What follows belongs to an exercise in optimizing a design on an open flow for small area; a production flow would make more cautious choices. Only simulation tests tie the RTL to the original design; equivalence was not proved. Power is estimated from default activity; no workload was simulated.

### run.sh
#!/bin/bash
# synth_recipe.tcl (not shown) runs the flow's synth.tcl, then flattens the netlist and writes it again
# the make line also repeats each setting of config.mk as NAME=value (left out here)
make -C /OpenROAD-flow-scripts/flow DESIGN_CONFIG=/design/flow/config.mk WORK_HOME=/design/flow/orfs CLKGATE_MAP_FILE= SYNTH_SCRIPT=/design/flow/synth_recipe.tcl finish
### design.v
module si570_compute
(
    input         clk, resetn,
    input  [47:0] si570_regs_in,
    input         start,
    output        idle,
    output [47:0] si570_regs_out
);
    wire [2:0]  hs_reg = si570_regs_in[47:45];
    wire [6:0]  n1_reg = si570_regs_in[44:38];
    wire [37:0] rf     = si570_regs_in[37:0];
    reg        busy;
    reg [37:0] ring;           
    reg        carry;
    reg [5:0]  ph;             
    reg [5:0]  st;             
    reg [6:0]  rem1;           
    reg [3:0]  rem2;           
    wire pass1   = (st[5:1] == 5'd0);
    wire mask    = (st == 6'd1) && (ph >= 6'd32);
    wire ex      = ring[37];
    wire tap     = ring[32] & ~mask;
    wire step    = (ph == 6'd0) && (st >= 6'd2);
    wire wr      = (st >= 6'd3);
    wire [2:0] ridx = 3'd5 - st[2:0];    
    wire b = (st == 6'd2)  ? carry :
             (st <= 6'd40) ? ex    : rf[ridx];
    wire [7:0] t1  = {rem1, b};
    wire [8:0] d1  = {1'b0, t1} - {2'b0, n1_reg} - 9'd1;
    wire       q1  = ~d1[8];
    wire [6:0] r1n = q1 ? d1[6:0] : t1[6:0];
    wire [4:0] t2  = {rem2, q1};
    wire [5:0] d2  = {1'b0, t2} - {3'b0, hs_reg} - 6'd4;
    wire       q   = ~d2[5];
    wire [3:0] r2n = q ? d2[3:0] : t2[3:0];
    wire sum  = ex ^ tap ^ carry;
    wire cout = (ex & tap) | (ex & carry) | (tap & carry);
    wire ent = pass1 ? sum : (step && wr) ? q : ex;
    integer i;
    always @(posedge clk) begin
        if (!resetn) begin
            busy <= 1'b0;
        end else if (!busy) begin
            if (start) begin
                busy  <= 1'b1;
                for (i = 0; i < 38; i = i + 1) ring[37 - i] <= rf[i];
                carry <= 1'b0;
                ph    <= 6'd36;
                st    <= 6'd0;
                rem1  <= 7'd0;
                rem2  <= 4'd0;
            end
        end else begin
            ring  <= {ring[36:0], ent};
            carry <= cout;
            if (ph == 6'd36) begin
                ph <= 6'd0;
                st <= st + 6'd1;
            end else begin
                ph <= ph + 6'd1;
            end
            if (step) begin
                rem1 <= r1n;
                rem2 <= r2n;
                if (st == 6'd45) busy <= 1'b0;
            end
        end
    end
    assign idle = ~busy;
    genvar p;
    assign si570_regs_out[0] = ring[0];
    generate for (p = 1; p < 38; p = p + 1) begin : g_out
        assign si570_regs_out[p] = ring[38 - p];
    end endgenerate
    assign si570_regs_out[47:38] = {3'd0, 7'd3};
endmodule
### config.mk
export PLATFORM = sky130hd
export DESIGN_NAME = si570_compute
export DESIGN_NICKNAME = si570_compute
export VERILOG_FILES = /design/flow/design.v
export SDC_FILE = /design/flow/constraint.sdc
export NUM_CORES = 4
export LEC_CHECK = 0
export CAP_MARGIN = 20
export CORE_MARGIN = 2
export CORE_UTILIZATION = 30
export SLEW_MARGIN = 20
### constraint.sdc
create_clock -name core_clock -period 20.0 [get_ports {clk}]
set_input_delay 4.0000 -clock core_clock [delete_from_list [all_inputs] [get_ports {clk}]]
set_output_delay 4.0000 -clock core_clock [all_outputs]
set_load 0.01 [all_outputs]
==> results.tsv, run 1 <==
metric	value	unit
max_cap viols	0	
Synthesis Warnings	1	
H-tree depth	3	
DRC viols	0	
total CTS buffers	9	
filler instances	1113	
pwr dens	79.2	mW/mm^2
synthesis-to-finish area growth	35.5	%
die area	0.0129	sq mm
FF-to-FF path depth	23	
largest cells by area after synthesis	edfxtp_1, mux2_2, ha_1, inv_1, buf_4	
post-synthesis instance total	291	
largest net degree at the start of global routing	49	
VDD IR max	48.9	uV
ant diodes	0	
row cnt	39	
CTS resizes	0	
vias per cell	4.75	
Setup violations, final	0	
internal power	0.290	mW
leakage dissipation	1.80	nW
Clock Latency Late Sink	0.33	ns
mapped cell area	0.00359	sq mm
Final Critical Period	8.07	ns
Core ar.	0.0116	sq mm
Max Clock Freq	124	MHz
Final Wtd Congestion	0.810	
status	no timing/DRC/antenna violations	
top-area cell type share of the netlist area	51.8	%
FF-to-FF Start	st[1]$_SDFFCE_PN0P_	
RSZ-0062 raised after global routing	false	
Final Slew Violations	0	
worst reg2reg path endpoint	ring[0]$_DFFE_PP_	
Setup CP Type	input port to flip-flop	
switching power	0.0962	mW
initial antenna violation count	0	
CTS tree	built	
worst hold path cell count	1	
clk buf depth	2	
Setup TNS	0	ns
Yosys reg bits	63	
Worst Hold Class	flip-flop to flip-flop	
Die Span Y	113	um
dpl hpwl	5.71	mm
Hold Buf Count CTS	0	
Sw Ratio	24.9	%
Hold Vio Cnt, Final	0	
Worst-Margin Slew	0.701	ns
Initial DRC Count	103	
Tcrit/Tclk final	40.3	%
grt ovf	0	
Worst EP required	20.06	ns
Clock power frac	41.1	%
Gate power share	16.6	%
layout cells sized above 1	16.8	%
async set-or-reset flop fraction in the synthesized netlist	0	%
Sequential Power Share	42.3	%
sequential area share after synthesis	52.3	%
Clock Skew	0.00880	ns
Yosys top cell by area	edfxtp_1	
total track usage	12.8	%
crit end category	flip-flop	
Die Span X	113	um
vias	2512	
Post-synth EDFFs	62	
Startpoint Class	input port	
FF-to-FF setup slack	15.32	ns
CTS clock-pin slew for the worst setup and hold paths	0.06	ns
num ports	100	
vias in the first global route	2578	
# nets final	454	
Worst Hold End	ring[23]$_DFFE_PP_	
# port buffers	89	
TritonRoute pass-1 iters	4	
Mapped Avg Cell Area	12.4	sq um
Post-Route WL	7.88	mm
clock sinks	63	
post-route ant nets	0	
routed length per instance	14.9	um
Max-slew headroom	53.2	%
crit path max fanout	7	
distinct cell type count after synthesis	48	
first-pass GRT wire length	12.8	mm
initial core utilization	31.1	%
final core occ	42.1	%
Root Driver	clkbuf_16	
ys flop type	edfxtp_1	
hold path start	ring[22]$_DFFE_PP_	
crit path DAT	8.13	ns
Post-CTS Setup Bufs	0	
## per-stage QoR
stage	power (mW)	setup slack, ns	instances	area [sq um]	hold WS, ns
floorplan	0.203	12.47	299	3620	0.559
global placement	0.230	11.70	513	4560	0.560
detailed placement	0.230	11.57	513	4560	0.571
CTS	0.392	11.94	529	4870	0.582
global route	0.404	11.60	529	4870	0.603
finish	0.386	11.93	529	4870	0.577
## critical path, cell delays in order
cell and delay [ns]:
clkdlybuf4s50_1 0.46, mux4_2 0.48, nand2b_1 0.15, o211ai_1 0.15, nand2_1 0.10, ha_1 0.21
inv_1 0.07, fa_1 0.20, nor2b_1 0.07, o31a_1 0.29, o211a_1 0.29, nor2_1 0.22
ha_1 0.18, inv_1 0.04, ha_1 0.18, inv_1 0.07, fa_1 0.19, or2b_2 0.13
nand2_1 0.12, a211o_1 0.30, o2111ai_1 0.10, o311ai_1 0.12
## final cells by class
cell class                      instances  area, sq um  share of cell area, %
Clock inverter                          7         80.1                   1.64
Sequential cell                        63         1880                   38.7
Clock buffer                            9          225                   4.62
Inverter                               24         90.1                   1.85
Timing Repair Buffer                   92          913                   18.8
Tap cell                              143          179                   3.67
Multi-Input combinational cell        191         1500                   30.8
## cells by family after synthesis
family                     Yosys count  synth area share [%]
buffers and inverters               45                  6.79
AOI/OAI and AO/OA                   43                  7.69
adders and majority gates           22                  8.28
muxes                               39                  12.8
DFF                                 63                  52.3
xor gates and xnor gates            11                  2.68
and+or+nand+nor                     66                  9.15
other                                2                 0.209
## cells in the mapped netlist (2+ instances only)
cell type / n
fa_1: 3
buf_4: 11
a21oi_1: 15
o21ai_0: 11
mux4_2: 2
nor4_1: 2
nand3_1: 8
nand2_1: 14
and2_1: 4
a211oi_1: 2
xnor2_1: 5
ha_1: 19
clkbuf_2: 2
mux2_2: 37
clkbuf_1: 3
inv_1: 24
conb_1: 2
nor2_1: 22
o21a_1: 3
xor2_1: 6
clkbuf_8: 3
nor3_1: 4
edfxtp_1: 62
nand4_1: 3
## per-layer routing
layer / track usage, % / vias up / wire length [um]
li1: - / 1218 / -
met1: 16.2 / 1191 / 3520
met2: 19.5 / 95 / 3560
met3: 5.69 / 8 / 717
met4: 4.39 / 0 / 85
met5: 0 / - / 0
## worst max path at each step
stage	start	slack [ns]	to
global placement	si570_regs_in[0]	11.70	ring[0]$_DFFE_PP_
CTS	si570_regs_in[0]	11.94	ring[0]$_DFFE_PP_
floorplan	si570_regs_in[2]	12.47	ring[0]$_DFFE_PP_
global route	si570_regs_in[0]	11.60	ring[0]$_DFFE_PP_
finish	si570_regs_in[0]	11.93	ring[0]$_DFFE_PP_
detailed placement	si570_regs_in[0]	11.57	ring[0]$_DFFE_PP_
## placed cells by master (no fill, tap or decap), types with 4 or more instances in the layout
| cell | count |
|---|---|
| mux2_2 | 37 |
| ha_1 | 19 |
| o21ai_0 | 11 |
| clkdlybuf4s50_1 | 89 |
| nand3_1 | 8 |
| nor2_1 | 22 |
| xor2_1 | 6 |
| nand2_1 | 14 |
| xnor2_1 | 5 |
| clkbuf_16 | 9 |
| inv_1 | 23 |
| a21oi_1 | 15 |
| edfxtp_1 | 62 |
| conb_1 | 10 |
| and2_1 | 4 |
| nor3_1 | 4 |
## sequential cells by signal (all words and copies together) (netlist names)
name and cells:
ph 6, rem2 4, busy 1, st 6, carry 1, ring 38
rem1 7
## power groups by stage
stage | Combinational [mW] | Clock, mW | Sequential, mW
finish | 0.0641 | 0.158 | 0.163
global route | 0.0708 | 0.168 | 0.165
CTS | 0.0648 | 0.164 | 0.163
detailed placement | 0.0645 | 0 | 0.166
global placement | 0.0639 | 0 | 0.166
floorplan | 0.0366 | 0 | 0.166
==> inputs of run 2 (changes only) <==
==> flow/run.sh (new file) <==
#!/bin/bash
set -euo pipefail
bash standard.sh synth > synth.log 2>&1
bash standard.sh \
  "BUFFER_PORTS_ARGS=-buffer_cell sky130_fd_sc_hd__buf_1" \
  "CTS_ARGS=-sink_clustering_enable -repair_clock_nets -dont_use_dummy_load -buf_list sky130_fd_sc_hd__clkbuf_4 -sink_clustering_size 20 -sink_clustering_max_diameter 60" \
  finish > layout.log 2>&1
==> standard.sh (new file) <==
#!/bin/bash
# synth_recipe.tcl (not shown) runs the flow's synth.tcl, then flattens the netlist and writes it again
# the make line also repeats each setting of config.mk as NAME=value (left out here)
make -C /OpenROAD-flow-scripts/flow DESIGN_CONFIG=/design/flow/config.mk WORK_HOME=/design/flow/orfs CLKGATE_MAP_FILE= SYNTH_SCRIPT=/design/flow/synth_recipe.tcl "${@:-finish}"
removed: run.sh
==> results.tsv, run 2 <==
metric	value	unit
Setup violations, final	0	
async set-or-reset flop fraction in the synthesized netlist	0	%
largest net degree at the start of global routing	49	
Initial DRC Count	113	
RSZ-0062 raised after global routing	false	
first-pass GRT wire length	11.9	mm
Final Cell Area	0.00408	sq mm
filler instances	1153	
FF-to-FF path depth	23	
Final WS setup	12.31	ns
Post-synth top cells	edfxtp_1, mux2_2, inv_1	
Setup CP Type	input port to flip-flop	
CTS clock-pin slew for the worst setup and hold paths	0.12	ns
# port buffers	89	
ys flop type	edfxtp_1	
status	no timing/DRC/antenna violations	
Mapped Avg Cell Area	12.4	sq um
TritonRoute pass-1 iters	4	
Max-slew headroom	53.6	%
routed length per instance	14.1	um
post-synthesis instance total	291	
initial core utilization	31.1	%
Worst EP required	20.11	ns
Core ar.	0.0116	sq mm
leakage dissipation	1.46	nW
worst hold path cell count	1	
crit end category	flip-flop	
Clock power frac	22.2	%
worst hold slack	0.583	ns
Biggest register	ring	
clk buf depth	2	
Yosys top cell by area	edfxtp_1	
largest cells by area after synthesis	edfxtp_1, mux2_2, ha_1, inv_1, buf_4	
Sequential Power Share	59.1	%
FF-to-FF Start	st[1]$_SDFFCE_PN0P_	
Startpoint Class	input port	
max_cap viols	0	
Post-synth EDFFs	62	
ant diodes	0	
total track usage	11.7	%
Final Slew Violations	0	
Hold Buf Count CTS	0	
commonest cells after routing, fill and taps aside	buf_1, edfxtp_1, mux2_2, inv_1, nor2_1	
switching power	0.0753	mW
Final Wtd Congestion	0.799	
top-area cell type share of the netlist area	51.8	%
most frequent cell after synthesis	edfxtp_1	
Post-Route WL	7.36	mm
crit path max fanout	7	
Setup TNS	0	ns
total CTS buffers	9	
VDD IR max	39.9	uV
Worst Hold Class	flip-flop to flip-flop	
Gate power share	18.6	%
crit path DAT	7.80	ns
# nets final	454	
vias in the first global route	2436	
vias	2482	
H-tree depth	3	
Yosys reg bits	63	
pwr dens	67.6	mW/mm^2
Post-DP Area	0.00401	sq mm
placed cell count	513	
Finished Layout Cells	522	
crit path launch	si570_regs_in[0]	
row cnt	39	
Max Clock Freq	130	MHz
Hold Vio Cnt, Final	0	
Sw Ratio	27.4	%
largest registers	ring x38, rem1 x7	
hold path start	ring[13]$_DFFE_PP_	
Clock Latency Late Sink	0.40	ns
Synthesis Warnings	1	
Root Driver	clkbuf_4	
total power	0.275	mW
post-route ant nets	0	
Tcrit/Tclk final	38.4	%
vias per cell	4.75	
synthesis-to-finish area growth	13.4	%
layout cells sized above 1	15.3	%
Final Critical Period	7.69	ns
final core occ	35.2	%
CTS tree	built	
distinct cell type count after synthesis	48	
die area	0.0129	sq mm
leading cell type in the layout, fill and taps excluded	buf_1	
Clock Skew	0.0284	ns
Post-CTS Setup Bufs	0	
dpl hpwl	5.40	mm
clock sinks	63	
num ports	100	
sequential area share after synthesis	52.3	%
grt ovf	0	
mapped cell area	0.00359	sq mm
max FFs per register	38	
Die Span Y	113	um
Worst-Margin Slew	0.695	ns
internal power	0.200	mW
DRC viols	0	
CTS resizes	0	
initial antenna violation count	0	
Die Span X	113	um
Post-Place Setup Slack	11.94	ns
[run 2: cell counts after synthesis]
Identical to the previous run, type by type.
[run 2: power by group through the flow]
stage               clock (mW)  combinational (mW)  sequential, mW
finish                  0.0612              0.0513           0.163
global route            0.0680              0.0578           0.164
CTS                     0.0643              0.0519           0.163
detailed placement           0              0.0516           0.166
global placement             0              0.0508           0.166
floorplan                    0              0.0366           0.166
[run 2: cell families (layout without fill, tap and decap cells)]
logic type / count (synthesis) / count (layout) / synth area share, %
buf+inv: 45 / 125 / 6.79
flops: 63 / 63 / 52.3
other cells: 2 / 10 / 0.209
compound gates: 43 / 43 / 7.69
xor+xnor: 11 / 11 / 2.68
mux: 39 / 39 / 12.8
fa+ha+maj: 22 / 22 / 8.28
simple gates: 66 / 66 / 9.15
[run 2: path summary, 6_finish.rpt]
kind         slack [ns]            endpoint
min                0.58  ring[14]$_DFFE_PP_
max               12.31   ring[0]$_DFFE_PP_
max reg2reg       15.29   ring[0]$_DFFE_PP_
min reg2reg        0.58  ring[14]$_DFFE_PP_
[run 2: cell type report]
cell class                      count  area [sq um]  share of cell area, %
Clock buffer                        9          67.6                   1.66
Multi-Input combinational cell    191          1500                   36.8
Timing Repair Buffer               92           357                   8.75
Tap cell                          143           179                   4.39
Inverter                           24          90.1                   2.21
Sequential cell                    63          1880                   46.2
[run 2: worst max-delay path, cell delays in order]
cell	delay, ns
buf_1	0.10
mux4_2	0.46
nand2b_1	0.15
o211ai_1	0.15
nand2_1	0.10
ha_1	0.20
inv_1	0.07
fa_1	0.21
nor2b_1	0.07
o31a_1	0.29
o211a_1	0.30
nor2_1	0.23
ha_1	0.19
inv_1	0.04
ha_1	0.18
inv_1	0.08
fa_1	0.18
or2b_2	0.13
nand2_1	0.13
a211o_1	0.30
o2111ai_1	0.10
o311ai_1	0.12
[run 2: routing by layer]
metal,vias to the layer above,wire length (um),track usage (%)
met1,1175,3640,16.5
li1,1208,-,-
met5,-,0,0
met4,0,123,4.88
met3,10,387,2.60
met2,89,3210,17.5
==> inputs of run 3 (changes only) <==
==> design.v (replaced) <==
module si570_compute
(
    input         clk, resetn,
    input  [47:0] si570_regs_in,
    input         start,
    output        idle,
    output [47:0] si570_regs_out
);
    wire [2:0]  hs_reg = si570_regs_in[47:45];
    wire [6:0]  n1_reg = si570_regs_in[44:38];
    wire [37:0] rf     = si570_regs_in[37:0];
    reg        busy;
    reg [37:0] ring;           
    reg        carry;
    reg [5:0]  ph;             
    reg [5:0]  st;             
    reg [6:0]  rem1;           
    reg [3:0]  rem2;           
    wire p1step = (ph == 6'd1) && (st != 6'd0) && (st <= 6'd38);     
    wire mask   = (st >= 6'd34);
    wire pb     = ((st == 6'd39) && (ph != 6'd0)) || ((st == 6'd40) && (ph <= 6'd7));    
    wire first  = (st == 6'd39) && (ph == 6'd1);                       
    wire wr     = pb && !first;
    wire port   = (st == 6'd40) && (ph >= 6'd3);
    wire done   = (st == 6'd40) && (ph == 6'd7);
    wire ex  = ring[37];
    wire tap = ring[4] & ~mask;
    wire b = first ? carry : port ? rf[~ph[2:0]] : ex;
    wire [7:0] t1 = {rem1, b};
    wire [7:0] y1 = {1'b1, ~n1_reg};
    wire [8:0] c1;
    wire [7:0] s1;
    assign c1[0] = 1'b0;
    genvar i;
    generate for (i = 0; i < 8; i = i + 1) begin : g_div1
        assign s1[i]   = t1[i] ^ y1[i] ^ c1[i];
        assign c1[i+1] = (t1[i] & y1[i]) | (t1[i] & c1[i]) | (y1[i] & c1[i]);
    end endgenerate
    wire       q1  = c1[8];
    wire [6:0] r1n = q1 ? s1[6:0] : t1[6:0];
    wire [4:0] t2 = {rem2, q1};
    wire [4:0] y2 = {1'b1, ~hs_reg[2], hs_reg[2], ~hs_reg[1], ~hs_reg[0]};
    wire [5:0] c2;
    wire [4:0] s2;
    assign c2[0] = 1'b1;
    generate for (i = 0; i < 5; i = i + 1) begin : g_div2
        assign s2[i]   = t2[i] ^ y2[i] ^ c2[i];
        assign c2[i+1] = (t2[i] & y2[i]) | (t2[i] & c2[i]) | (y2[i] & c2[i]);
    end endgenerate
    wire       q   = c2[5];
    wire [3:0] r2n = q ? s2[3:0] : t2[3:0];
    wire sum  = ex ^ tap ^ carry;
    wire cout = (ex & tap) | (ex & carry) | (tap & carry);
    wire ent = p1step ? sum : wr ? q : ex;
    wire ld = start & ~busy;
    wire [37:0] ring_sh = {ring[36:0], ent};
    wire [37:0] ring_n = ({38{busy}} & ring_sh) | ({38{ld}} & rf) | ({38{~busy & ~start}} & ring);
    always @(posedge clk) begin
        ring  <= ring_n;
        if (ld) carry <= 1'b0;
        else if (p1step) carry <= cout;
        if (ld || ph == 6'd36) ph <= ld ? 6'd1 : 6'd0;
        else ph <= ph + 6'd1;
        if (ld) st <= 6'd0;
        else if (ph == 6'd36) st <= st + 6'd1;
        rem1 <= pb ? r1n : 7'd0;
        rem2 <= pb ? r2n : 4'd0;
        if (!resetn) busy <= 1'b0;
        else if (ld) busy <= 1'b1;
        else if (done) busy <= 1'b0;
    end
    assign idle = ~busy;
    assign si570_regs_out[37:0] = ring;
    assign si570_regs_out[47:38] = {3'd0, 7'd3};
endmodule
--- a/config.mk
+++ b/config.mk
@@ -5,6 +5,7 @@
 export SDC_FILE = /design/flow/constraint.sdc
 export NUM_CORES = 4
 export LEC_CHECK = 0
+export ABC_AREA = 1
 export CAP_MARGIN = 20
 export CORE_MARGIN = 2
 export CORE_UTILIZATION = 30
==> results.tsv, run 3 <==
metric	value	unit
Max-slew headroom	44.9	%
Startpoint Class	input port	
crit end category	flip-flop	
most frequent cell after synthesis	nand2_1	
Gate power share	22.4	%
TritonRoute pass-1 iters	5	
vias	3001	
# port buffers	89	
Clock power frac	22.1	%
Final Slew Violations	0	
ys flop type	dfxtp_1	
Mapped Avg Cell Area	7.32	sq um
Sequential Power Share	55.5	%
Worst-Margin Slew	0.824	ns
# nets final	589	
routed length per instance	12.0	um
worst hold slack	0.492	ns
Post-synth top cells	nand2_1, dfxtp_1, nand3_1	
row cnt	37	
CTS resizes	0	
Initial DRC Count	157	
clk buf depth	2	
Core ar.	0.0103	sq mm
total CTS buffers	9	
Setup violations, final	0	
FF-to-FF path depth	26	
RSZ-0062 raised after global routing	false	
FF-to-FF Start	ph[0]$_DFF_P_	
Hold Vio Cnt, Final	0	
clock sinks	63	
crit path DAT	8.90	ns
WL met1	3.66	mm
Worst Hold Class	flip-flop to flip-flop	
pwr dens	76.5	mW/mm^2
async set-or-reset flop fraction in the synthesized netlist	0	%
post-route ant nets	0	
Post-CTS Setup Bufs	0	
internal power	0.184	mW
total track usage	14.1	%
CTS clock-pin slew for the worst setup and hold paths	0.08	ns
max FFs per register	38	
worst hold path cell count	2	
CTS tree	built	
final core occ	35.5	%
Setup TNS	0	ns
Yosys top cell by area	dfxtp_1	
mapped cell area	0.00317	sq mm
Final Critical Period	8.62	ns
Yosys reg bits	63	
Clock Skew	0.0259	ns
Worst EP required	20.29	ns
Root Driver	clkbuf_4	
Post-Route WL	7.83	mm
layout cells sized above 1	5.61	%
top-area cell type share of the netlist area	39.8	%
filler instances	1151	
Final Wtd Congestion	0.899	
dpl hpwl	5.88	mm
post-synthesis instance total	433	
initial antenna violation count	0	
leading cell type in the layout, fill and taps excluded	nand2_1	
sequential area share after synthesis	39.8	%
largest registers	ring x38, rem1 x7	
Post-synth EDFFs	0	
switching power	0.0950	mW
FF-to-FF setup slack	14.25	ns
Met3 Routed Length	650	um
num ports	100	
Setup CP Type	input port to flip-flop	
Tcrit/Tclk final	43.1	%
ant diodes	0	
Die Span X	107	um
leakage dissipation	1.50	nW
Worst Hold End	rem1[6]$_SDFF_PP0_	
VDD IR max	51.7	uV
Hold Buf Count CTS	0	
placed cell count	644	
grt ovf	0	
Synthesis Warnings	1	
Die Span Y	107	um
hold path start	rem1[5]$_SDFF_PP0_	
vias in the first global route	2692	
Finished Layout Cells	653	
Biggest register	ring	
Sw Ratio	34.1	%
largest cells by area after synthesis	dfxtp_1, nand2_1, nand3_1, fa_1, inv_1	
largest net degree at the start of global routing	36	
vias per cell	4.60	
die area	0.0114	sq mm
synthesis-to-finish area growth	15.0	%
DRC viols	0	
status	no timing/DRC/antenna violations	
worst reg2reg path endpoint	rem2[1]$_SDFF_PP0_	
H-tree depth	3	
max_cap viols	0	
first-pass GRT wire length	12.6	mm
Post-DP Area	0.00358	sq mm
crit path max fanout	15	
Clock Latency Late Sink	0.40	ns
Final Cell Area	0.00365	sq mm
DR WL met2	3.39	mm
max layer used	met4	
distinct cell type count after synthesis	30	
initial core utilization	30.8	%
Max Clock Freq	116	MHz
commonest cells after routing, fill and taps aside	nand2_1, buf_1, dfxtp_1, nand3_1, inv_1	
==> run 3: logic make-up after synthesis <==
| kind of cell | share of synthesized area, % |
|---|---|
| other | 0.237 |
| adder cells (fa/ha/maj) | 9.87 |
| AND/OR/NAND/NOR | 32.1 |
| AO/OA/AOI/OAI | 7.81 |
| flip-flops | 39.8 |
| buffers and inverters | 10.2 |
==> run 3: worst max path at each step <==
stage	start	endpoint	slack (ns)	depth (start not counted)
final	si570_regs_in[2]	rem2[1]$_SDFF_PP0_	11.39	26
after global routing	si570_regs_in[0]	ring[0]$_DFF_P_	11.09	28
after CTS	si570_regs_in[0]	rem2[3]$_SDFF_PP0_	11.42	26
after detailed placement	si570_regs_in[0]	rem2[3]$_SDFF_PP0_	11.01	26
after global placement	si570_regs_in[0]	rem2[3]$_SDFF_PP0_	11.13	26
after floorplan	si570_regs_in[0]	rem2[1]$_SDFF_PP0_	11.46	26
==> run 3: layout make-up <==
type	instances	area [sq um]	area share (%)
multi-input combinational	306	1620	44.3
sequential	63	1260	34.6
timing repair buffer	92	357	9.78
inverter	47	176	4.84
tap	136	170	4.67
clock buffer	9	67.6	1.85
==> run 3: power by group through the flow <==
stage                     Clock [mW]  Sequential, mW  Combinational [mW]
after floorplan                    0           0.157              0.0411
after global placement             0           0.157              0.0625
after detailed placement           0           0.157              0.0628
after CTS                     0.0654           0.155              0.0631
after global routing          0.0715           0.157              0.0718
final                         0.0616           0.155              0.0625
==> run 3: worst max-delay path, stage by stage <==
cell,delay [ns]
buf_1,0.11
nand2_1,0.06
nand3_1,0.12
nand3_1,0.08
nand3b_1,0.10
nand2_1,0.08
nand2_1,0.08
ha_1,0.14
inv_1,0.05
fa_1,0.39
fa_1,0.40
fa_1,0.39
fa_1,0.39
fa_1,0.37
inv_1,0.08
fa_1,0.17
nor2_1,0.18
ha_1,0.26
fa_1,0.35
inv_1,0.07
fa_1,0.15
inv_1,0.05
fa_1,0.45
nand2_1,0.17
nor2_1,0.05
o21a_1,0.17
==> run 3: metrics by stage <==
stage	power (mW)	setup WS [ns]
after floorplan	0.199	11.46
after CTS	0.283	11.42
after detailed placement	0.220	11.01
final	0.279	11.39
after global placement	0.219	11.13
after global routing	0.301	11.09
==> run 3: routing by layer <==
layer  vias up  global-route usage [%]
met3         9                    6.63
met2       101                    20.7
met4         0                    4.17
li1       1525                       -
met5         -                       0
met1      1366                    18.5
==> inputs of run 4 (changes only) <==
==> design.v (replaced) <==
module si570_compute
(
    input         clk, resetn,
    input  [47:0] si570_regs_in,
    input         start,
    output        idle,
    output [47:0] si570_regs_out
);
    wire [2:0]  hs_reg = si570_regs_in[47:45];
    wire [6:0]  n1_reg = si570_regs_in[44:38];
    wire [37:0] rf     = si570_regs_in[37:0];
    reg        busy;
    reg [37:0] ring;           
    reg        carry;
    reg [5:0]  ph;             
    reg [5:0]  st;             
    reg [6:0]  rem1n;          
    reg [3:0]  rem2n;          
    wire p2     = (st == 6'd63);
    wire e27    = (ph == 6'd27);
    wire p1step = e27 && !p2;
    wire first  = e27 && p2;
    wire mask   = (st >= 6'd58);
    wire wr     = p2 && !e27;
    wire port   = p2 && (ph[5:3] == 3'd0) && (ph[2:1] != 2'd0);
    wire done   = p2 && (ph == 6'd6);
    wire wrap   = (ph == 6'd63) && !p2;
    wire ex  = ring[37];
    wire tap = ring[4] & ~mask;
    wire b = first ? carry : port ? rf[3'd6 - ph[2:0]] : ex;
    wire [7:0] v1 = {rem1n, ~b};
    wire [7:0] y1 = {1'b0, n1_reg};
    wire [8:0] c1;
    wire [7:0] s1;
    assign c1[0] = 1'b1;
    genvar i;
    generate for (i = 0; i < 8; i = i + 1) begin : g_div1
        assign s1[i]   = v1[i] ^ y1[i] ^ c1[i];
        assign c1[i+1] = (v1[i] & y1[i]) | (v1[i] & c1[i]) | (y1[i] & c1[i]);
    end endgenerate
    wire       q1n = c1[8];
    wire [6:0] r1n = q1n ? v1[6:0] : s1[6:0];
    wire [4:0] v2 = {rem2n, q1n};
    wire [4:0] y2 = {1'b0, hs_reg[2], ~hs_reg[2], hs_reg[1], hs_reg[0]};
    wire [5:0] c2;
    wire [4:0] s2;
    assign c2[0] = 1'b0;
    generate for (i = 0; i < 5; i = i + 1) begin : g_div2
        assign s2[i]   = v2[i] ^ y2[i] ^ c2[i];
        assign c2[i+1] = (v2[i] & y2[i]) | (v2[i] & c2[i]) | (y2[i] & c2[i]);
    end endgenerate
    wire       q   = ~c2[5];
    wire [3:0] r2n = c2[5] ? v2[3:0] : s2[3:0];
    wire sum  = ex ^ tap ^ carry;
    wire cout = (ex & tap) | (ex & carry) | (tap & carry);
    wire ent = p1step ? sum : wr ? q : ex;
    wire ld = start & ~busy;
    wire [37:0] ring_sh = {ring[36:0], ent};
    wire [37:0] ring_n = ({38{busy}} & ring_sh) | ({38{ld}} & {rf[36:0], rf[37]}) | ({38{~busy & ~start}} & ring);
    always @(posedge clk) begin
        ring  <= ring_n;
        if (ld) carry <= 1'b0;
        else if (p1step) carry <= cout;
        if (ld) ph <= 6'd28;
        else ph <= (ph + 6'd1) | {1'b0, wrap, wrap, 1'b0, wrap, wrap};
        if (ld) st <= 6'd24;
        else st <= st + {5'd0, wrap};
        rem1n <= p2 ? r1n : 7'h7f;
        rem2n <= p2 ? r2n : 4'hf;
        if (!resetn) busy <= 1'b0;
        else if (ld) busy <= 1'b1;
        else if (done) busy <= 1'b0;
    end
    assign idle = ~busy;
    assign si570_regs_out[37:0] = ring;
    assign si570_regs_out[47:38] = {3'd0, 7'd3};
endmodule
==> flow/run.sh (replaced) <==
#!/bin/bash
set -euo pipefail
bash standard.sh synth > synth.log 2>&1
bash standard.sh \
  "SKIP_REPAIR_TIE_FANOUT=1" \
  "BUFFER_PORTS_ARGS=-buffer_cell sky130_fd_sc_hd__buf_1" \
  "CTS_ARGS=-sink_clustering_enable -repair_clock_nets -dont_use_dummy_load -buf_list sky130_fd_sc_hd__clkbuf_8 -sink_clustering_size 32 -sink_clustering_max_diameter 200" \
  finish > layout.log 2>&1
==> results.tsv, run 4 <==
metric	value	unit
Worst-Margin Slew	0.677	ns
Post-DP Area	0.00334	sq mm
CTS clock-pin slew for the worst setup and hold paths	0.07	ns
largest net degree at the start of global routing	49	
leakage dissipation	1.52	nW
CTS tree	built	
# nets final	534	
largest registers	ring x38, rem1n x7	
Die Span Y	104	um
Finished Layout Cells	598	
Biggest register	ring	
Clock Latency Late Sink	0.34	ns
max FFs per register	38	
clk buf depth	2	
Post-Place Setup Slack	10.46	ns
Root Driver	clkbuf_8	
first-pass GRT wire length	11.7	mm
CTS resizes	0	
Core ar.	0.00973	sq mm
Hold Vio Cnt, Final	0	
initial antenna violation count	0	
clock sinks	63	
VDD IR max	32.5	uV
Post-synth EDFFs	0	
TritonRoute pass-1 iters	4	
crit path DAT	9.41	ns
Final Critical Period	9.13	ns
Worst Hold Class	flip-flop to flip-flop	
# port buffers	89	
H-tree depth	3	
total power	0.310	mW
top-area cell type share of the netlist area	42.3	%
row cnt	36	
leading cell type in the layout, fill and taps excluded	nand2_1	
worst hold slack	0.491	ns
Post-synth top cells	nand2_1, dfxtp_1, nand3_1	
Yosys reg bits	63	
die area	0.0108	sq mm
Mapped Avg Cell Area	7.65	sq um
Tcrit/Tclk final	45.7	%
mapped cell area	0.00298	sq mm
Max-slew headroom	54.8	%
Die Span X	104	um
Post-CTS Setup Bufs	0	
post-route ant nets	0	
total CTS buffers	9	
Hold Buf Count CTS	0	
initial core utilization	30.7	%
Final Cell Area	0.00350	sq mm
Synthesis Warnings	1	
filler instances	1053	
layout cells sized above 1	4.30	%
post-synthesis instance total	390	
Startpoint Class	input port	
Setup violations, final	0	
sequential area share after synthesis	42.3	%
Setup CP Type	input port to flip-flop	
Final WS setup	10.87	ns
vias in the first global route	2464	
vias	2676	
placed cell count	588	
Post-Route WL	6.98	mm
Final Wtd Congestion	0.773	
Max Clock Freq	110	MHz
grt ovf	0	
async set-or-reset flop fraction in the synthesized netlist	0	%
crit path max fanout	9	
commonest cells after routing, fill and taps aside	nand2_1, buf_1, dfxtp_1, nand3_1, inv_1	
status	no timing/DRC/antenna violations	
Clock Skew	0.0212	ns
final core occ	35.9	%
pwr dens	88.7	mW/mm^2
Initial DRC Count	129	
Setup TNS	0	ns
vias per cell	4.47	
DRC viols	0	
total track usage	13.2	%
most frequent cell after synthesis	nand2_1	
largest cells by area after synthesis	dfxtp_1, nand2_1, nand3_1, fa_1, inv_1	
ys flop type	dfxtp_1	
RSZ-0062 raised after global routing	false	
Yosys top cell by area	dfxtp_1	
ant diodes	0	
max_cap viols	0	
Final Slew Violations	0	
num ports	100	
routed length per instance	11.7	um
dpl hpwl	5.08	mm
Worst EP required	20.28	ns
distinct cell type count after synthesis	28	
synthesis-to-finish area growth	17.2	%
crit end category	flip-flop	
-- run 4: cell types whose count changed after synthesis, moves of 3 or more --
| cell | before | now |
|---|---|---|
| nor3_1 | 5 | 1 |
| nor2_1 | 24 | 12 |
| o211ai_1 | 5 | 11 |
| inv_2 | 5 | 0 |
| buf_4 | 12 | 15 |
| ha_1 | 9 | 6 |
| a21oi_1 | 23 | 8 |
| xnor2_1 | 0 | 3 |
| inv_1 | 42 | 36 |
| o21ai_0 | 7 | 4 |
| clkbuf_1 | 6 | 3 |
-- run 4: cells by family (layout without fill, tap and decap cells) --
logic type / after synthesis / after routing / synth area share, %
adder cells (fa/ha/maj): 16 / 16 / 9.23
buffers and inverters: 63 / 138 / 10.1
flip-flops: 63 / 63 / 42.3
other: 2 / 2 / 0.252
AO/OA/AOI/OAI: 31 / 31 / 6.80
AND/OR/NAND/NOR: 210 / 210 / 29.9
XOR/XNOR: 5 / 5 / 1.47
-- run 4: power by group --
part | internal [mW] | total, mW | switching, mW
Combinational | 0.0270 | 0.0699 | 0.0429
Sequential | 0.143 | 0.158 | 0.0153
Clock | 0.0400 | 0.0823 | 0.0423
Total | 0.210 | 0.310 | 0.100
-- run 4: cell type report --
type	count	area [sq um]	area share, %
multi-input cells	264	1430	41.0
flip-flops and latches	63	1260	36.1
repair buffers	91	369	10.6
well taps	133	166	4.76
inverters	38	143	4.08
clock buffers	9	124	3.54
-- run 4: worst paths after layout --
check                        start         endpoint  slack [ns]  cells after the start
setup / recovery  si570_regs_in[7]  ring[0]$_DFF_P_       10.87                     28
hold / removal     ring[7]$_DFF_P_  ring[8]$_DFF_P_        0.49                      2
setup reg to reg  ph[0]$_SDFF_PP0_  ring[0]$_DFF_P_       13.68                     29
hold reg to reg    ring[7]$_DFF_P_  ring[8]$_DFF_P_        0.49                      2
-- run 4: worst max-delay path, cell delays in order --
cell      delay [ns]
buf_1           0.11
nand2_1         0.06
nand3_1         0.09
nand3_1         0.08
nand3_1         0.12
nand2_1         0.08
nand2_1         0.07
ha_1            0.14
inv_1           0.05
fa_1            0.38
fa_1            0.39
fa_1            0.39
fa_1            0.39
fa_1            0.39
fa_1            0.36
nand2_1         0.20
clkinv_1        0.28
ha_1            0.27
fa_1            0.35
inv_1           0.07
fa_1            0.15
inv_1           0.05
fa_1            0.40
nand2_1         0.20
nor3_1          0.09
o21ai_1         0.13
nand2_1         0.06
nand2_1         0.05
-- run 4: metal layers --
metal / global-route usage, % / share of wire (%)
met4: 4.34 / 1.4
met2: 21.1 / 45
met3: 4.66 / 6.9
met5: 0 / 0
met1: 16.8 / 46
==> inputs of run 5 (changes only) <==
==> flow/run.sh (replaced) <==
#!/bin/bash
set -euo pipefail
bash standard.sh synth > synth.log 2>&1
bash standard.sh \
  "SKIP_REPAIR_TIE_FANOUT=1" \
  "BUFFER_PORTS_ARGS=-buffer_cell sky130_fd_sc_hd__buf_1" \
  "CTS_ARGS=-sink_clustering_enable -repair_clock_nets -dont_use_dummy_load -buf_list sky130_fd_sc_hd__clkbuf_4" \
  finish > layout.log 2>&1
==> results.tsv, run 5 <==
metric	value	unit
leakage dissipation	1.50	nW
vias in the first global route	2465	
Final Slew Violations	0	
WL met1	3.14	mm
largest net degree at the start of global routing	49	
FF-to-FF Start	ph[0]$_SDFF_PP0_	
final core occ	35.4	%
Die Span X	104	um
ys flop type	dfxtp_1	
total CTS buffers	9	
vias per cell	4.50	
Synthesis Warnings	1	
initial antenna violation count	0	
Post-synth EDFFs	0	
Hold Vio Cnt, Final	0	
clk buf depth	2	
Post-DP Area	0.00334	sq mm
clock sinks	63	
Post-Route WL	6.95	mm
Max Clock Freq	110	MHz
initial core utilization	30.7	%
distinct cell type count after synthesis	28	
synthesis-to-finish area growth	15.3	%
CTS resizes	0	
DRC viols	0	
VDD IR max	31.5	uV
Core ar.	0.00973	sq mm
Clock Skew	0.0356	ns
Setup violations, final	0	
Hold Buf Count CTS	0	
status	no timing/DRC/antenna violations	
Post-CTS Setup Bufs	0	
Initial DRC Count	137	
Yosys top cell by area	dfxtp_1	
DR WL met2	3.20	mm
grt ovf	0	
Final WS setup	10.91	ns
Tcrit/Tclk final	45.5	%
post-route ant nets	0	
sequential area share after synthesis	42.3	%
worst hold slack	0.499	ns
Met3 Routed Length	544	um
crit path max fanout	9	
RSZ-0062 raised after global routing	false	
Setup CP Type	input port to flip-flop	
async set-or-reset flop fraction in the synthesized netlist	0	%
top-area cell type share of the netlist area	42.3	%
Slowest cell on crit path	fa_1	
CTS tree	built	
Finished Layout Cells	598	
placed cell count	588	
first-pass GRT wire length	11.6	mm
mapped cell area	0.00298	sq mm
hold path start	ring[11]$_DFF_P_	
Startpoint Class	input port	
ant diodes	0	
Post-Place Setup Slack	10.46	ns
# port buffers	89	
num ports	100	
Final Critical Period	9.09	ns
crit end category	flip-flop	
Die Span Y	104	um
leading cell type in the layout, fill and taps excluded	nand2_1	
Post-synth top cells	nand2_1, dfxtp_1, nand3_1	
crit path DAT	9.43	ns
Worst-Margin Slew	0.676	ns
filler instances	1066	
Yosys reg bits	63	
die area	0.0108	sq mm
Clock Latency Late Sink	0.39	ns
max layer used	met4	
row cnt	36	
commonest cells after routing, fill and taps aside	nand2_1, buf_1, dfxtp_1, nand3_1, inv_1	
largest registers	ring x38, rem1n x7	
Worst EP required	20.34	ns
Worst Hold Class	flip-flop to flip-flop	
Final Wtd Congestion	0.773	
total power	0.287	mW
largest cells by area after synthesis	dfxtp_1, nand2_1, nand3_1, fa_1, inv_1	
routed length per instance	11.6	um
max_cap viols	0	
Worst Hold End	ring[11]$_DFF_P_	
Final Cell Area	0.00344	sq mm
FF-to-FF setup slack	13.65	ns
Mapped Avg Cell Area	7.65	sq um
post-synthesis instance total	390	
FF-to-FF path depth	29	
worst reg2reg path endpoint	ring[0]$_DFF_P_	
vias	2690	
CTS clock-pin slew for the worst setup and hold paths	0.10	ns
TritonRoute pass-1 iters	5	
crit-path most repeated cell	fa_1	
total track usage	13.1	%
most frequent cell after synthesis	nand2_1	
max FFs per register	38	
pwr dens	83.3	mW/mm^2
Biggest register	ring	
# nets final	534	
dpl hpwl	5.08	mm
worst hold path cell count	2	
Root Driver	clkbuf_4	
Setup TNS	0	ns
layout cells sized above 1	4.30	%
Max-slew headroom	54.8	%
H-tree depth	3	
crit-path max cell delay	0.40	ns
-- run 5: cell counts after synthesis --
Identical to the previous run, type by type.
-- run 5: routing by layer --
layer | global-route usage, % | vias up
met3 | 4.66 | 6
li1 | - | 1376
met4 | 3.76 | 0
met2 | 21.1 | 102
met1 | 16.5 | 1206
met5 | 0 | -
-- run 5: area by class of cell --
type	count	area [sq um]	area share, %
Clock buffer	9	67.6	1.96
Inverter	38	143	4.15
Multi-Input combinational cell	264	1430	41.7
Sequential cell	63	1260	36.7
Tap cell	133	166	4.84
Timing Repair Buffer	91	369	10.7
-- run 5: worst max path at each step --
stage                       to             start  cells past startpoint  slack [ns]
5_1_grt        ring[0]$_DFF_P_  si570_regs_in[7]                     28       10.49
3_3_place_gp   ring[0]$_DFF_P_  si570_regs_in[7]                     28       10.63
2_1_floorplan  ring[0]$_DFF_P_  si570_regs_in[7]                     27       11.08
3_5_place_dp   ring[0]$_DFF_P_  si570_regs_in[7]                     28       10.46
6_report       ring[0]$_DFF_P_  si570_regs_in[7]                     28       10.91
4_1_cts        ring[0]$_DFF_P_  si570_regs_in[7]                     28       10.92
-- run 5: power breakdown --
group,internal [mW],leakage (nW),switching [mW]
sequential,0.143,0.523,0.0152
combinational,0.0270,0.931,0.0425
clock,0.0209,0.0414,0.0384
total,0.190,1.50,0.0961
-- run 5: cell families (layout without fill, tap and decap cells) --
kind of cell	Yosys count	in the layout	share of synthesized area, %
buffers and inverters	63	138	10.1
flip-flops	63	63	42.3
XOR/XNOR	5	5	1.47
AND/OR/NAND/NOR	210	210	29.9
AO/OA/AOI/OAI	31	31	6.80
other	2	2	0.252
adder cells (fa/ha/maj)	16	16	9.23
-- run 5: critical path, delay by kind of cell --
family | cells | cell delay [ns]
AND/OR/NAND/NOR | 11 | 1.11
buffers and inverters | 5 | 0.56
AO/OA/AOI/OAI | 1 | 0.13
adder cells (fa/ha/maj) | 11 | 3.62
==> inputs of run 6 (changes only) <==
--- a/config.mk
+++ b/config.mk
@@ -8,5 +8,6 @@
 export ABC_AREA = 1
 export CAP_MARGIN = 20
 export CORE_MARGIN = 2
-export CORE_UTILIZATION = 30
+export CORE_UTILIZATION = 60
+export PLACE_DENSITY = 0.75
 export SLEW_MARGIN = 20
==> results.tsv, run 6 <==
metric	value	unit
status	no timing/DRC/antenna violations	
Slowest cell on crit path	fa_1	
Max Clock Freq	108	MHz
Startpoint Class	input port	
Die Span X	74.5	um
Worst-Margin Slew	1.04	ns
die area	0.00555	sq mm
Setup CP Type	input port to flip-flop	
sequential area share after synthesis	42.3	%
crit end category	flip-flop	
synthesis-to-finish area growth	11.7	%
Final Wtd Congestion	0.870	
most frequent cell after synthesis	nand2_1	
RSZ-0062 raised after global routing	false	
TritonRoute pass-1 iters	4	
Die Span Y	74.5	um
largest registers	ring x38, rem1n x7	
commonest cells after routing, fill and taps aside	nand2_1, buf_1, dfxtp_1, nand3_1, inv_1	
total CTS buffers	9	
Mapped Avg Cell Area	7.65	sq um
total power	0.285	mW
dpl hpwl	4.73	mm
Worst Hold Class	flip-flop to flip-flop	
vias	2673	
switching power	0.0955	mW
initial antenna violation count	0	
Setup TNS	0	ns
crit-path most repeated cell	fa_1	
initial core utilization	62.7	%
vias per cell	5.02	
Yosys top cell by area	dfxtp_1	
Gate power share	24.6	%
Sw Ratio	33.5	%
Post-Place Setup Slack	10.44	ns
CTS clock-pin slew for the worst setup and hold paths	0.11	ns
pwr dens	85.7	mW/mm^2
num ports	100	
# port buffers	89	
Tcrit/Tclk final	46.1	%
layout cells sized above 1	4.30	%
leading cell type in the layout, fill and taps excluded	nand2_1	
leakage dissipation	1.49	nW
top-area cell type share of the netlist area	42.3	%
Final Slew Violations	0	
CTS tree	built	
final core occ	70.1	%
Final Critical Period	9.22	ns
CTS resizes	0	
Post-DP Area	0.00326	sq mm
Setup violations, final	0	
crit path DAT	9.54	ns
VDD IR max	46.8	uV
clk buf depth	2	
crit-path max cell delay	0.42	ns
Post-Route WL	6.47	mm
Max-slew headroom	30.7	%
max_cap viols	0	
largest cells by area after synthesis	dfxtp_1, nand2_1, nand3_1, fa_1, inv_1	
Final Cell Area	0.00333	sq mm
ant diodes	0	
routed length per instance	12.2	um
Worst EP required	20.32	ns
FF-to-FF path depth	29	
Hold Vio Cnt, Final	0	
total track usage	24.8	%
internal power	0.190	mW
ys flop type	dfxtp_1	
crit path max fanout	9	
Initial DRC Count	102	
first-pass GRT wire length	10.4	mm
CP bufs+invs	5	
mapped cell area	0.00298	sq mm
Root Driver	clkbuf_4	
Sequential Power Share	55.1	%
distinct cell type count after synthesis	28	
Core ar.	0.00475	sq mm
Levels on crit path	28	
async set-or-reset flop fraction in the synthesized netlist	0	%
Clock power frac	20.3	%
clock sinks	63	
Post-CTS Setup Bufs	0	
post-route ant nets	0	
Clock Skew	0.0320	ns
Post-synth top cells	nand2_1, dfxtp_1, nand3_1	
row cnt	25	
Clock Latency Late Sink	0.39	ns
# nets final	534	
Final WS setup	10.78	ns
filler instances	439	
H-tree depth	3	
Post-synth EDFFs	0	
Yosys reg bits	63	
DRC viols	0	
Hold Buf Count CTS	0	
vias in the first global route	2403	
max FFs per register	38	
grt ovf	0	
post-synthesis instance total	390	
delay-heaviest family, CP	adder cells	
Synthesis Warnings	1	
largest net degree at the start of global routing	49	
worst hold path cell count	2	
Biggest register	ring	
==> run 6: logic make-up after synthesis <==
| kind of cell | synth area share [%] |
|---|---|
| xor+xnor | 1.47 |
| buf+inv | 10.1 |
| simple gates | 29.9 |
| fa+ha+maj | 9.23 |
| compound gates | 6.80 |
| flops | 42.3 |
| other cells | 0.252 |
==> run 6: power groups by stage <==
stage | clock network (mW) | logic [mW] | registers, mW
floorplan | 0 | 0.0446 | 0.163
global placement | 0 | 0.0686 | 0.159
detailed placement | 0 | 0.0702 | 0.160
CTS | 0.0603 | 0.0706 | 0.157
global route | 0.0653 | 0.0808 | 0.160
finish | 0.0581 | 0.0702 | 0.157
==> run 6: layout make-up <==
type | instances | area (sq um) | area share, %
clock buffer | 9 | 67.6 | 2.03
inverter | 38 | 143 | 4.28
multi-input combinational | 264 | 1430 | 42.8
sequential | 63 | 1260 | 37.9
tap | 67 | 83.8 | 2.52
timing repair buffer | 91 | 349 | 10.5
==> run 6: layer usage <==
| layer | track usage (%) | vias up | part of all wire [%] |
|---|---|---|---|
| met3 | 5.01 | 11 | 7.0 |
| met1 | 32.1 | 1189 | 46 |
| met4 | 13.5 | 0 | 1.6 |
| li1 | - | 1383 | - |
| met2 | 38.9 | 90 | 46 |
| met5 | 0 | - | 0 |
==> run 6: final timing paths <==
check	from	end	slack, ns
setup / recovery	si570_regs_in[7]	ring[0]$_DFF_P_	10.78
hold / removal	ring[24]$_DFF_P_	ring[25]$_DFF_P_	0.47
setup reg to reg	ph[0]$_SDFF_PP0_	ring[0]$_DFF_P_	13.36
hold reg to reg	ring[24]$_DFF_P_	ring[25]$_DFF_P_	0.47
==> run 6: worst min-delay path, delay by kind of cell, from the launching register on <==
kind / cells / cell delay, ns
AND/OR/NAND/NOR: 2 / 0.13
flip-flops: 1 / 0.33
==> run 6: per-stage QoR <==
stage	instances	hold WS, ns
global placement	523	0.474
CTS	532	0.476
detailed placement	523	0.479
floorplan	390	0.466
global route	532	0.505
finish	532	0.475
==> inputs of run 7 (changes only) <==
==> flow/run.sh (replaced) <==
#!/bin/bash
set -euo pipefail
bash standard.sh synth > synth.log 2>&1
bash standard.sh \
  "BUFFER_PORTS_ARGS=-buffer_cell sky130_fd_sc_hd__buf_1" \
  "CTS_ARGS=-sink_clustering_enable -repair_clock_nets -dont_use_dummy_load -buf_list sky130_fd_sc_hd__clkbuf_4 -sink_clustering_size 20 -sink_clustering_max_diameter 60" \
  finish > layout.log 2>&1
--- a/config.mk
+++ b/config.mk
@@ -8,6 +8,5 @@
 export ABC_AREA = 1
 export CAP_MARGIN = 20
 export CORE_MARGIN = 2
-export CORE_UTILIZATION = 60
-export PLACE_DENSITY = 0.75
+export CORE_UTILIZATION = 30
 export SLEW_MARGIN = 20
==> results.tsv, run 7 <==
metric	value	unit
VDD IR max	34.4	uV
Finished Layout Cells	607	
Post-DP Area	0.00338	sq mm
Biggest register	ring	
H-tree depth	3	
Gate power share	24.3	%
ys flop type	dfxtp_1	
max FFs per register	38	
Die Span X	104	um
Setup CP Type	input port to flip-flop	
layout cells sized above 1	4.43	%
Post-Place Setup Slack	10.49	ns
Root Driver	clkbuf_4	
Max Clock Freq	110	MHz
Mapped Avg Cell Area	7.65	sq um
post-synthesis simple-gate area fraction	29.9	%
Setup TNS	0	ns
Final Wtd Congestion	0.799	
Worst Hold Class	flip-flop to flip-flop	
placed cell count	597	
CTS tree	built	
Tcrit/Tclk final	45.3	%
commonest cells after routing, fill and taps aside	nand2_1, buf_1, dfxtp_1, nand3_1, inv_1	
Post-synth top cells	nand2_1, dfxtp_1, nand3_1	
vias	2751	
most frequent cell after synthesis	nand2_1	
async set-or-reset flop fraction in the synthesized netlist	0	%
Final Cell Area	0.00347	sq mm
first-pass GRT wire length	11.6	mm
RSZ-0062 raised after global routing	false	
Sw Ratio	34.2	%
Worst EP required	20.35	ns
leakage dissipation	1.52	nW
largest family of logic cells by synthesized area	simple AND/OR/NAND/NOR gates	
TritonRoute pass-1 iters	4	
total power	0.290	mW
Clock power frac	21.2	%
vias per cell	4.53	
post-synthesis instance total	390	
crit end category	flip-flop	
Final Critical Period	9.07	ns
distinct cell type count after synthesis	28	
Yosys reg bits	63	
Setup violations, final	0	
num ports	100	
# port buffers	89	
Hold Buf Count CTS	0	
die area	0.0108	sq mm
Clock Skew	0.0259	ns
routed length per instance	11.4	um
Core ar.	0.00973	sq mm
Post-Synth XOR/XNOR Area	1.47	%
CTS clock-pin slew for the worst setup and hold paths	0.11	ns
leading cell type in the layout, fill and taps excluded	nand2_1	
crit path DAT	9.41	ns
total track usage	13.1	%
worst hold slack	0.494	ns
top-area cell type share of the netlist area	42.3	%
final core occ	35.6	%
switching power	0.0990	mW
Hold Vio Cnt, Final	0	
internal power	0.191	mW
Clock Latency Late Sink	0.41	ns
mapped cell area	0.00298	sq mm
multi-input logic area	0.00146	sq mm
Post-CTS Setup Bufs	0	
Reg area	0.00126	sq mm
grt ovf	0	
total CTS buffers	9	
Startpoint Class	input port	
Sequential Power Share	54.5	%
ant diodes	0	
dpl hpwl	5.13	mm
largest cells by area after synthesis	dfxtp_1, nand2_1, nand3_1, fa_1, inv_1	
Yosys top cell by area	dfxtp_1	
Final WS setup	10.93	ns
# nets final	543	
Compound-Gate Fraction of Synth Area	6.80	%
initial antenna violation count	0	
Post-synth EDFFs	0	
Post-Route WL	6.91	mm
vias in the first global route	2529	
clk buf depth	2	
row cnt	36	
multiplexer share of the synthesized area	0	%
sequential area share after synthesis	42.3	%
crit path max fanout	9	
largest net degree at the start of global routing	49	
DRC viols	0	
Post-Synth Adder-Cell Area	9.23	%
initial core utilization	30.7	%
Die Span Y	104	um
largest registers	ring x38, rem1n x7	
status	no timing/DRC/antenna violations	
pwr dens	83.5	mW/mm^2
Initial DRC Count	117	
CTS resizes	0	
Final Slew Violations	0	
max_cap viols	0	
post-route ant nets	0	
clock sinks	63	
filler instances	1074	
Synthesis Warnings	1	
synthesis-to-finish area growth	16.3	%
## run 7: power by group through the flow
stage	Combinational [mW]	Clock, mW	Sequential (mW)
6_report	0.0704	0.0613	0.158
5_1_grt	0.0797	0.0686	0.161
4_1_cts	0.0705	0.0646	0.158
3_5_place_dp	0.0701	0	0.161
3_3_place_gp	0.0691	0	0.160
2_1_floorplan	0.0446	0	0.163
## run 7: routing by layer
layer  vias up  GRT usage, %  wire [um]
met1      1260          16.6       3250
met3        13          4.28        425
met5         -             0          0
met4         0          4.44         98
met2        86          21.1       3140
li1       1392             -          -
## run 7: worst paths after layout
check	start	endpoint	slack (ns)	cells after the start
min reg2reg	ring[6]$_DFF_P_	ring[7]$_DFF_P_	0.49	2
min	ring[6]$_DFF_P_	ring[7]$_DFF_P_	0.49	2
max reg2reg	ph[0]$_SDFF_PP0_	ring[0]$_DFF_P_	13.58	29
max	si570_regs_in[5]	ring[0]$_DFF_P_	10.93	28
## run 7: cell families (layout without fill, tap and decap cells)
group           count (synthesis)  after routing
compound gates                 31             31
xor+xnor                        5              5
fa+ha+maj                      16             16
buf+inv                        63            139
flops                          63             63
other cells                     2             10
simple gates                  210            210
## run 7: area by class of cell
| class | count | area share (%) |
|---|---|---|
| Multi-Input combinational cell | 272 | 42.0 |
| Timing Repair Buffer | 92 | 10.8 |
| Sequential cell | 63 | 36.4 |
| Clock buffer | 9 | 1.95 |
| Tap cell | 133 | 4.80 |
| Inverter | 38 | 4.11 |
## run 7: worst max-delay path, stage by stage
cell,delay (ns)
buf_1,0.10
nand2_1,0.06
nand3_1,0.09
nand3_1,0.08
nand3_1,0.13
nand2_1,0.08
nand2_1,0.07
ha_1,0.13
inv_1,0.05
fa_1,0.38
fa_1,0.39
fa_1,0.39
fa_1,0.39
fa_1,0.39
fa_1,0.37
nand2_1,0.21
clkinv_1,0.27
ha_1,0.28
fa_1,0.35
inv_1,0.07
fa_1,0.15
inv_1,0.05
fa_1,0.40
nand2_1,0.20
nor3_1,0.09
o21ai_1,0.13
nand2_1,0.06
nand2_1,0.05
==> inputs of run 8 (changes only) <==
--- a/design.v
+++ b/design.v
@@ -17,18 +17,19 @@
     reg [6:0]  rem1n;          
     reg [3:0]  rem2n;          
     wire p2     = (st == 6'd63);
-    wire e27    = (ph == 6'd27);
-    wire p1step = e27 && !p2;
-    wire first  = e27 && p2;
+    wire e0f    = (ph == 6'h0f);
+    wire p1step = e0f && !p2;
+    wire first  = e0f && p2;
     wire mask   = (st >= 6'd58);
-    wire wr     = p2 && !e27;
-    wire port   = p2 && (ph[5:3] == 3'd0) && (ph[2:1] != 2'd0);
-    wire done   = p2 && (ph == 6'd6);
-    wire wrap   = (ph == 6'd63) && !p2;
+    wire wr     = p2 && !e0f;
+    wire port   = p2 && (ph == 6'h3f || ph == 6'h3e || ph == 6'h3c || ph == 6'h38 || ph == 6'h30);
+    wire done   = p2 && (ph == 6'h30);
+    wire wrap   = (ph == 6'h17) && !p2;
+    wire [5:0] ph_n = {ph[4] & ~wrap, ph[3:0], ph[5] ^ ph[4]};
     wire ex  = ring[37];
     wire tap = ring[4] & ~mask;
-    wire b = first ? carry : port ? rf[3'd6 - ph[2:0]] : ex;
-    wire [7:0] v1 = {rem1n, ~b};
+    wire b = first ? carry : port ? (ph[0] ? rf[4] : ph[1] ? rf[3] : ph[2] ? rf[2] : ph[3] ? rf[1] : rf[0]) : ex;
+    wire [7:0] v1 = {rem1n, ~(b & p2)};
     wire [7:0] y1 = {1'b0, n1_reg};
     wire [8:0] c1;
     wire [7:0] s1;
@@ -38,7 +39,7 @@
         assign s1[i]   = v1[i] ^ y1[i] ^ c1[i];
         assign c1[i+1] = (v1[i] & y1[i]) | (v1[i] & c1[i]) | (y1[i] & c1[i]);
     end endgenerate
-    wire       q1n = c1[8];
+    wire       q1n = c1[8] | ~p2;    
     wire [6:0] r1n = q1n ? v1[6:0] : s1[6:0];
     wire [4:0] v2 = {rem2n, q1n};
     wire [4:0] y2 = {1'b0, hs_reg[2], ~hs_reg[2], hs_reg[1], hs_reg[0]};
@@ -49,8 +50,9 @@
         assign s2[i]   = v2[i] ^ y2[i] ^ c2[i];
         assign c2[i+1] = (v2[i] & y2[i]) | (v2[i] & c2[i]) | (y2[i] & c2[i]);
     end endgenerate
-    wire       q   = ~c2[5];
-    wire [3:0] r2n = c2[5] ? v2[3:0] : s2[3:0];
+    wire       q2n = c2[5] | ~p2;
+    wire       q   = ~q2n;
+    wire [3:0] r2n = q2n ? v2[3:0] : s2[3:0];
     wire sum  = ex ^ tap ^ carry;
     wire cout = (ex & tap) | (ex & carry) | (tap & carry);
     wire ent = p1step ? sum : wr ? q : ex;
@@ -61,12 +63,12 @@
         ring  <= ring_n;
         if (ld) carry <= 1'b0;
         else if (p1step) carry <= cout;
-        if (ld) ph <= 6'd28;
-        else ph <= (ph + 6'd1) | {1'b0, wrap, wrap, 1'b0, wrap, wrap};
+        if (ld) ph <= 6'h1e;
+        else ph <= ph_n;
         if (ld) st <= 6'd24;
         else st <= st + {5'd0, wrap};
-        rem1n <= p2 ? r1n : 7'h7f;
-        rem2n <= p2 ? r2n : 4'hf;
+        rem1n <= r1n;
+        rem2n <= r2n;
         if (!resetn) busy <= 1'b0;
         else if (ld) busy <= 1'b1;
         else if (done) busy <= 1'b0;
==> flow/run.sh (replaced) <==
#!/bin/bash
set -euo pipefail
bash standard.sh synth > synth.log 2>&1
bash standard.sh \
  "SKIP_REPAIR_TIE_FANOUT=1" \
  "BUFFER_PORTS_ARGS=-buffer_cell sky130_fd_sc_hd__buf_1" \
  "CTS_ARGS=-sink_clustering_enable -repair_clock_nets -dont_use_dummy_load -buf_list sky130_fd_sc_hd__clkbuf_4" \
  finish > layout.log 2>&1
--- a/config.mk
+++ b/config.mk
@@ -8,5 +8,6 @@
 export ABC_AREA = 1
 export CAP_MARGIN = 20
 export CORE_MARGIN = 2
-export CORE_UTILIZATION = 30
+export CORE_UTILIZATION = 80
+export PLACE_DENSITY = 0.9
 export SLEW_MARGIN = 20
==> results.tsv, run 8 <==
metric	value	unit
status	aborted with a tool error	
Stopped at	global placement	
tool error	[ERROR GPL-0301] Utilization 100.326 % exceeds 100%.	
sequential area share after synthesis	43.4	%
mapped cell area	0.00291	sq mm
Yosys top cell by area	dfxtp_1	
async set-or-reset flop fraction in the synthesized netlist	0	%
Die Span X	64.3	um
distinct cell type count after synthesis	35	
largest cells by area after synthesis	dfxtp_1, nand2_1, fa_1, nand3_1, inv_1	
Yosys reg bits	63	
top-area cell type share of the netlist area	43.4	%
post-synthesis instance total	373	
Post-synth EDFFs	0	
# port buffers	89	
initial core utilization	85.2	%
ys flop type	dfxtp_1	
Mapped Avg Cell Area	7.80	sq um
num ports	100	
Post-synth top cells	nand2_1, dfxtp_1, inv_1	
Synthesis Warnings	1	
Die Span Y	64.3	um
row cnt	21	
most frequent cell after synthesis	nand2_1	
==> run 8: cell count changes after synthesis, moves of 3 or more <==
| cell | change |
|---|---|
| buf_4 | -4 |
| nand2_1 | +4 |
| nor2_1 | -3 |
| a21oi_1 | -3 |
| o221ai_1 | +3 |
| o211ai_1 | -4 |
| clkbuf_1 | +3 |
| nand3_1 | -20 |
| inv_1 | +3 |
==> run 8: kinds of logic after synthesis <==
logic type	share of synthesized area, %
other	0.258
muxes	1.12
DFF	43.4
adders and majority gates	9.89
buffers and inverters	9.98
xor gates and xnor gates	0.602
AOI/OAI and AO/OA	7.10
and+or+nand+nor	27.7
==> inputs of run 9 (changes only) <==
--- a/config.mk
+++ b/config.mk
@@ -8,6 +8,6 @@
 export ABC_AREA = 1
 export CAP_MARGIN = 20
 export CORE_MARGIN = 2
-export CORE_UTILIZATION = 80
-export PLACE_DENSITY = 0.9
+export CORE_UTILIZATION = 72
+export PLACE_DENSITY = 0.85
 export SLEW_MARGIN = 20
==> results.tsv, run 9 <==
metric	value	unit
Die Span X	67.6	um
Hold Vio Cnt, Final	0	
Worst Hold Class	flip-flop to flip-flop	
internal power	0.178	mW
Die Span Y	67.6	um
Hold Buf Count CTS	0	
ant diodes	0	
sequential area share after synthesis	43.4	%
mapped cell area	0.00291	sq mm
Sequential Power Share	58.7	%
Sw Ratio	30.7	%
filler instances	268	
Biggest register	ring	
Setup violations, final	0	
# port buffers	89	
Yosys reg bits	63	
grt ovf	0	
pwr dens	78.8	mW/mm^2
CTS resizes	0	
vias	2551	
max_cap viols	0	
crit path max fanout	10	
synthesis-to-finish area growth	12.1	%
Setup CP Type	input port to flip-flop	
clock sinks	63	
Synthesis Warnings	1	
Root Driver	clkbuf_4	
Final Wtd Congestion	0.775	
largest registers	ring x38, rem1n x7	
DRC viols	0	
Post-Route WL	5.95	mm
switching power	0.0790	mW
Clock Skew	0.0336	ns
Worst EP required	20.25	ns
async set-or-reset flop fraction in the synthesized netlist	0	%
Startpoint Class	input port	
H-tree depth	3	
Post-CTS Setup Bufs	0	
row cnt	23	
vias in the first global route	2231	
leakage dissipation	1.52	nW
die area	0.00457	sq mm
Gate power share	18.4	%
initial antenna violation count	0	
Post-synth top cells	nand2_1, dfxtp_1, inv_1	
total track usage	27.3	%
largest cells by area after synthesis	dfxtp_1, nand2_1, fa_1, nand3_1, inv_1	
most frequent cell after synthesis	nand2_1	
Clock power frac	22.9	%
CTS tree	built	
Clock Latency Late Sink	0.39	ns
Max-slew headroom	61.5	%
VDD IR max	46.4	uV
TritonRoute pass-1 iters	7	
crit end category	flip-flop	
Initial DRC Count	130	
routed length per instance	11.9	um
Max Clock Freq	111	MHz
commonest cells after routing, fill and taps aside	nand2_1, buf_1, dfxtp_1, inv_1, nand3_1	
# nets final	521	
ys flop type	dfxtp_1	
post-route ant nets	0	
top-area cell type share of the netlist area	43.4	%
distinct cell type count after synthesis	35	
total CTS buffers	9	
final core occ	82.7	%
leading cell type in the layout, fill and taps excluded	nand2_1	
Tcrit/Tclk final	44.8	%
RSZ-0062 raised after global routing	false	
Final Slew Violations	0	
Slowest cell on crit path	fa_1	
post-synthesis instance total	373	
num ports	100	
Worst-Margin Slew	0.578	ns
crit-path max cell delay	0.40	ns
first-pass GRT wire length	9.32	mm
total power	0.257	mW
largest net degree at the start of global routing	41	
CTS clock-pin slew for the worst setup and hold paths	0.08	ns
Setup TNS	0	ns
max FFs per register	38	
Post-synth EDFFs	0	
Yosys top cell by area	dfxtp_1	
initial core utilization	73.8	%
layout cells sized above 1	5.32	%
dpl hpwl	4.40	mm
vias per cell	5.09	
crit path DAT	9.22	ns
Final Critical Period	8.97	ns
Core ar.	0.00394	sq mm
clk buf depth	2	
status	no timing/DRC/antenna violations	
Mapped Avg Cell Area	7.80	sq um
==> run 9: cell counts after synthesis <==
Identical to the previous run, type by type.
==> run 9: path summary, 6_finish.rpt <==
check                        start                to  slack (ns)  depth (start not counted)
hold / removal    rem1n[2]$_DFF_P_  rem1n[3]$_DFF_P_        0.46                          2
setup reg to reg  ph[2]$_SDFF_PP1_  rem2n[3]$_DFF_P_       14.11                         27
setup / recovery  si570_regs_in[2]  rem2n[3]$_DFF_P_       11.03                         31
hold reg to reg   rem1n[2]$_DFF_P_  rem1n[3]$_DFF_P_        0.46                          2
==> run 9: kinds of logic (layout without fill, tap and decap cells) <==
| family | Yosys count | in the layout | synth area share (%) |
|---|---|---|---|
| adder cells (fa/ha/maj) | 17 | 17 | 9.89 |
| AND/OR/NAND/NOR | 192 | 192 | 27.7 |
| buffers and inverters | 64 | 142 | 9.98 |
| AO/OA/AOI/OAI | 30 | 30 | 7.10 |
| other | 2 | 2 | 0.258 |
| multiplexers | 3 | 3 | 1.12 |
| flip-flops | 63 | 63 | 43.4 |
| XOR/XNOR | 2 | 2 | 0.602 |
==> run 9: critical path, delay by kind of cell <==
kind / cells / cell delay [ns]
adders and majority gates: 11 / 3.52
and+or+nand+nor: 12 / 0.91
buffers and inverters: 7 / 0.42
muxes: 1 / 0.36
==> run 9: metrics by stage <==
| stage | setup slack (ns) | cell area (sq um) | hold WS (ns) | cells |
|---|---|---|---|---|
| 2_1_floorplan | 11.07 | 2910 | 0.452 | 373 |
| 3_3_place_gp | 10.85 | 3190 | 0.471 | 492 |
| 3_5_place_dp | 10.64 | 3190 | 0.467 | 492 |
| 4_1_cts | 11.04 | 3260 | 0.457 | 501 |
| 5_1_grt | 10.76 | 3260 | 0.471 | 501 |
| 6_report | 11.03 | 3260 | 0.456 | 501 |
==> run 9: layout make-up <==
cell class / instances / area, sq um / share of cell area [%]
tap: 50 / 62.6 / 1.92
multi-input combinational: 246 / 1360 / 41.7
sequential: 63 / 1260 / 38.7
timing repair buffer: 91 / 349 / 10.7
clock buffer: 9 / 67.6 / 2.07
inverter: 42 / 160 / 4.91
==> run 9: per-layer routing <==
layer  wire length (um)  global-route usage (%)
met3                391                    6.17
met4                 80                    12.8
met5                  0                       0
met2               2840                    46.1
met1               2640                    32.7
==> run 9: power groups by stage <==
stage | Clock, mW | Combinational [mW] | Sequential [mW]
2_1_floorplan | 0 | 0.0271 | 0.156
3_3_place_gp | 0 | 0.0460 | 0.153
3_5_place_dp | 0 | 0.0474 | 0.153
4_1_cts | 0.0601 | 0.0477 | 0.151
5_1_grt | 0.0654 | 0.0535 | 0.153
6_report | 0.0589 | 0.0473 | 0.151

==> port drivers added, routing unchanged <==
No port has a modelled driver above. Below, the same layouts with a new extraction and two added sets of constraints.
Step 1 sets driving cells, clkbuf_16 on the clock port and buf_2 on the other inputs (assumed; they add their load-dependent delay and slew).
Step 2, shift: input delay + t, output delay - t, t = (earliest + latest rising clock arrival at the registers) / 2. This alone moves slack from input paths to output paths.
Three values: no drivers, after step 1, after step 2; two values: the first two.
run | t, ns | slack for setup (ns)
run 1 | 0.360 | 11.930 / 11.943 / 11.582
run 2 | 0.413 | 12.314 / 12.317 / 11.904
run 3 | 0.420 | 11.385 / 11.375 / 10.955
run 4 | 0.356 | 10.868 / 10.870 / 10.513
run 5 | 0.402 | 10.907 / 10.904 / 10.502
run 6 | 0.404 | 10.776 / 10.772 / 10.368
run 7 | 0.419 | 10.934 / 10.938 / 10.519
run 9 | 0.400 | 11.030 / 11.017 / 10.617
After both steps every run listed still meets setup and hold.
